This is an optimization exercise on Yosys and OpenROAD, whose aim is small area, not a production implementation. Where RTL was checked, it was by simulation tests only, not by an equivalence proof against the original. No driver is modelled on the clock port, so clock power and skew are understated where the tree is cut down; a real chip needs a root buffer or a tree. Power and IR drop assume default switching activity.

==> flow/design.v <==
module debounce (
	input wire clk, rst, btn,
	output wire db_tick
);
localparam [11:0] P = 12'hAAA;
reg level;        
reg waiting;      
reg [11:0] v;     
wire [11:0] q = v ^ P;
wire change = (~btn) ^ level;
wire last = waiting & (q == 12'h800);
always @(posedge clk) begin
	level <= rst & (level ^ (change & last));
	waiting <= rst & change & ~last;
	v <= ({q[10:0], ~(q[11] ^ q[10] ^ q[9] ^ q[3])} & {12{waiting}}) ^ P;
end
assign db_tick = change & last & ~level;
endmodule
module Tausworthe (
	input wire clk_in,
	input wire reset_in,
	input wire step,
	output wire [7:0] key
);
localparam [31:0] SEED0 = 32'h00FFFFFF, SEED1 = 32'h00CCCCCC, SEED2 = 32'h00FF00FF;
localparam [31:0] POL0 = 32'hFEFFEFFE, POL1 = 32'hCCCCCCC8, POL2 = 32'h00FF0070;
reg [31:1] r0;
reg [31:3] r1;
reg [31:4] r2;
wire [31:1] s0 = r0 ^ POL0[31:1];
wire [31:3] s1 = r1 ^ POL1[31:3];
wire [31:4] s2 = r2 ^ POL2[31:4];
wire [12:1] x0;
wire [6:3]  x1;
wire [20:4] x2;
genvar i;
generate
	for (i = 1; i <= 12; i = i + 1) begin : g0
		assign x0[i] = s0[i+6] ^ s0[i+19];
	end
	for (i = 3; i <= 6; i = i + 1) begin : g1
		assign x1[i] = s1[i+23] ^ s1[i+25];
	end
	for (i = 4; i <= 20; i = i + 1) begin : g2
		assign x2[i] = s2[i+8] ^ s2[i+11];
	end
endgenerate
wire [31:1] n0 = {s0[19:1], x0} ^ POL0[31:1];
wire [31:3] n1 = {s1[27:3], x1} ^ POL1[31:3];
wire [31:4] n2 = {s2[14:4], x2} ^ POL2[31:4];
wire st = step & reset_in;
wire hd = ~step & reset_in;
wire rs = ~reset_in;
always @(posedge clk_in) begin
	r0 <= (n0 & {31{st}}) | (r0 & {31{hd}}) | ((SEED0[31:1] ^ POL0[31:1]) & {31{rs}});
	r1 <= (n1 & {29{st}}) | (r1 & {29{hd}}) | ((SEED1[31:3] ^ POL1[31:3]) & {29{rs}});
	r2 <= (n2 & {28{st}}) | (r2 & {28{hd}}) | ((SEED2[31:4] ^ POL2[31:4]) & {28{rs}});
end
wire [31:0] w0 = {s0, x0[12]};
wire [31:0] w1 = {s1, x1[6:4]};
wire [31:0] w2 = {s2, x2[20:17]};
wire [7:0] y = w0[7:0] ^ w1[7:0] ^ w2[7:0];
function [7:0] lfsr7(input [7:0] b);
	integer k;
	begin
		lfsr7 = b;
		for (k = 0; k < 7; k = k + 1)
			lfsr7 = {lfsr7[6:0], lfsr7[7] ^ lfsr7[6] ^ lfsr7[2]};
	end
endfunction
assign key = lfsr7(y);
endmodule
module scrambler (
	input wire clk, rst, press,
	input wire [7:0] data_in,
	output wire step,
	output wire hold,
	output wire send_to_uart,
	output wire [7:0] data_in_reg
);
reg [3:0] c;
wire rest = (c == 4'd1);
always @(posedge clk or negedge rst) begin
	if(!rst)
		c <= 4'd1;
	else if(!rest)
		c <= c + 4'd1;
	else if(press)
		c <= 4'd6;
end
assign hold = c[3];
assign step = (c == 4'd15);
assign send_to_uart = (c == 4'd0);
reg [7:0] data_in_hold;
assign data_in_reg = hold ? data_in_hold : data_in;
always @(posedge clk)
	data_in_hold <= data_in_reg;
endmodule
module Crypto_Module (
	input wire clk, rst, press,
	input wire [7:0] plain_text,
	output wire [7:0] cipher_text,
	output wire [7:0] plain_text_reg,
	output wire send_to_uart
);
	wire step, hold;
	wire [7:0] key;
	scrambler scram(
		.clk(clk),
		.rst(rst),
		.press(press),
		.data_in(plain_text),
		.step(step),
		.hold(hold),
		.send_to_uart(send_to_uart),
		.data_in_reg(plain_text_reg)
	);
	Tausworthe taus(
		.clk_in(clk),
		.reset_in(rst),
		.step(step),
		.key(key)
	);
	reg valid;
	always @(posedge clk or negedge rst)
		if(!rst) valid <= 1'b0;
		else if(step) valid <= 1'b1;
	assign cipher_text = plain_text ^ (key & {8{valid}});
endmodule
module uart_tx (
	input wire clk, reset, tx_start, s_tick,
	input wire [7:0] din,
	output wire tx
);
	reg [9:0] sr;
	reg [3:0] s;
	reg tx_reg;
	wire idle = ~|sr;
	wire bit_end = s_tick & (&s);
	wire ld = idle & tx_start & reset;
	wire sh = bit_end & reset;
	wire hd = ~(idle & tx_start) & ~bit_end & reset;
	always @(posedge clk, negedge reset)
		if(!reset)
			tx_reg <= 1'b1;
		else
			tx_reg <= sr[0] | idle;
	always @(posedge clk) begin
		s <= idle ? 4'd0 : s + {3'd0, s_tick};
		sr <= ({1'b1, din, 1'b0} & {10{ld}}) | ({1'b0, sr[9:1]} & {10{sh}}) | (sr & {10{hd}});
	end
	assign tx = tx_reg;
endmodule
module mux #(parameter N = 8)(
	input wire select,
	input wire [N-1:0] in_1, in_2,
	output wire [N-1:0] out
);
	assign out = (select ? in_2 : in_1);
endmodule
module mod_m_counter (
	input wire clk, rst,
	output wire max_tick
);
	localparam [8:0] P = 9'b010101010, A = 9'b011001001;
	reg [8:0] v;
	wire [8:0] r = v ^ P;
	assign max_tick = ~r[8] & r[6] & ~r[4] & ~r[3] & r[2] & ~r[1] & ~r[0];
	wire [8:0] r_next = {r[7:0], r[8] ^ r[4] ^ max_tick};
	always @(posedge clk)
		v <= (rst ? r_next : A) ^ P;
endmodule
module CRYPTO_PROCESSOR #(parameter DBITS = 8)(
	input wire clk, rst, en, select,
	input wire [DBITS-1:0] plain_text,
	output wire [DBITS-1:0] led_out,
	output wire tx
);
	wire press;                  
	wire [7:0] cipher_text, plain_text_reg;
	wire send_to_uart, s_tick;
	debounce btn_debounce(
		.clk(clk),
		.rst(rst),
		.btn(en),
		.db_tick(press)
	);
	Crypto_Module crypto_mod(
		.clk(clk),
		.rst(rst),
		.press(press),
		.plain_text(plain_text),
		.send_to_uart(send_to_uart),
		.cipher_text(cipher_text),
		.plain_text_reg(plain_text_reg)
	);
	uart_tx uart_tx_mod(
		.clk(clk),
		.reset(rst),
		.tx_start(send_to_uart),
		.s_tick(s_tick),
		.din(cipher_text),
		.tx(tx)
	);
	mux #(.N(DBITS)) mux1 (
		.select(select),
		.in_1(cipher_text),
		.in_2(plain_text_reg),
		.out(led_out)
	);
	mod_m_counter counter(
		.clk(clk),
		.rst(rst),
		.max_tick(s_tick)
	);
endmodule
clock: 4.0 ns
lec_check: 0
abc_area: 1
cap_margin: 20
core_margin: 2
core_utilization: 70
cts_buf_list: sky130_fd_sc_hd__clkbuf_8
slew_margin: 20
standard.sh (not shown) runs the stock make flow with config.mk's settings and CLKGATE_MAP_FILE= SYNTH_SCRIPT=/design/flow/synth_recipe.tcl, a recipe that flattens the netlist after the stock synthesis.
==> flow/flow/run.sh <==
#!/bin/bash
# The standard layout (standard.sh) with these changes:
#  - synthesis maps logic with an area-oriented ABC script
#    (flow/abc_area.script, used through a copy of the ORFS scripts folder);
#    registers are mapped before ABC runs, so they are the standard
#    synthesis's registers;
#  - the clock tree is built by flow/manual_cts.tcl instead of TritonCTS:
#    the clock port drives one root buffer, which drives MCTS_N leaf buffers,
#    each at the centre of a balanced k-means cluster of flip-flops;
#  - ports are buffered with sky130_fd_sc_hd__buf_1.
# Each tool's output goes to the ORFS logs; standard.sh's to standard.log.
set -euo pipefail
HERE=$(pwd)
rm -rf "$HERE/scripts_local"
cp -r "$FLOW_HOME/scripts" "$HERE/scripts_local"
cp "$HERE/flow/abc_area.script" "$HERE/scripts_local/abc_area.script"
python3 - "$HERE" <<'PY'
import sys
here = sys.argv[1]
p = here + "/scripts_local/cts.tcl"
s = open(p).read()
old = "log_cmd clock_tree_synthesis {*}$cts_args"
assert old in s
s = s.replace(old, "source " + here + "/flow/manual_cts.tcl\n"
              "mcts_build 8 sky130_fd_sc_hd__clkbuf_8 sky130_fd_sc_hd__clkbuf_4\n"
              "set_propagated_clock [all_clocks]")
open(p, "w").write(s)
PY
export SCRIPTS_DIR="$HERE/scripts_local"
export BUFFER_PORTS_ARGS="-buffer_cell sky130_fd_sc_hd__buf_1"
bash standard.sh > standard.log 2>&1
Other scripts of this flow, unchanged in this note and not shown: flow/flow/abc_area.script, flow/flow/manual_cts.tcl
The starting point completed without violations.
Edit:
--- a/flow/design.v
+++ b/flow/design.v
@@ -78,20 +78,24 @@
 	output wire send_to_uart,
 	output wire [7:0] data_in_reg
 );
 reg [3:0] c;
-wire rest = (c == 4'd1);
-always @(posedge clk or negedge rst) begin
+reg f;
+always @* begin
+	case (c)
+		4'b0000: f = press;
+		4'b0010, 4'b0100, 4'b1001, 4'b0011, 4'b0110, 4'b1011: f = 1'b1;
+		default: f = 1'b0;
+	endcase
+end
+always @(posedge clk or negedge rst)
 	if(!rst)
-		c <= 4'd1;
-	else if(!rest)
-		c <= c + 4'd1;
-	else if(press)
-		c <= 4'd6;
-end
-assign hold = c[3];
-assign step = (c == 4'd15);
-assign send_to_uart = (c == 4'd0);
+		c <= 4'b0000;
+	else
+		c <= {c[2:0], f};
+assign hold = c[2] | (c[3] & c[1]) | (c[3] & c[0]) | (c[1] & c[0]);
+assign step = c[3] & c[2] & ~c[1];
+assign send_to_uart = c[3] & ~c[2] & ~c[1] & ~c[0];
 reg [7:0] data_in_hold;
 assign data_in_reg = hold ? data_in_hold : data_in;
 always @(posedge clk)
 	data_in_hold <= data_in_reg;
- cell count went down by 1.2%
- global-route usage went up by 0.31 points
- total power went down by about 0.4%
- die area decreases by about 1.1%
- hold slack gets worse by 56 ps
- wire length came out higher by 2.0%
- sequential share of layout area went up by 0.56 points
- fmax decreases by 4.7%
- final area came out lower by 1.1%
- clock power rose by about 1%
- sequential power is about the same
- combinational power shrinks by about 16%
- area after synthesis falls by about 1.2%
For the first run of this note, only the layout was checked, not whether the RTL still works. No run of this note takes its clock network from TritonCTS; it comes from the design's own scripts or RTL.

-- separate check: timing with driven ports --
No port has a modelled driver above. Below, the same layouts with a new extraction and two added sets of constraints. Step 1 sets driving cells, clkbuf_16 on the clock port and buf_2 on the other inputs (assumed; they add their load-dependent delay and slew). Step 2 moves the port delays by t, midway between the first and last clock arrival at a register: inputs arrive t later, outputs are due t later. That takes back most of the time a late clock gives input paths. Three values: no drivers, after step 1, after step 2; two values: the first two.
run | t, ns | setup WS [ns] | cell pins on the clock port's net
the first run | 0.491 | 0.515 / 0.487 / 0.979 | 1
the second run | 0.499 | 0.343 / 0.316 / 0.815 | 1
After both steps every run listed still meets setup and hold.
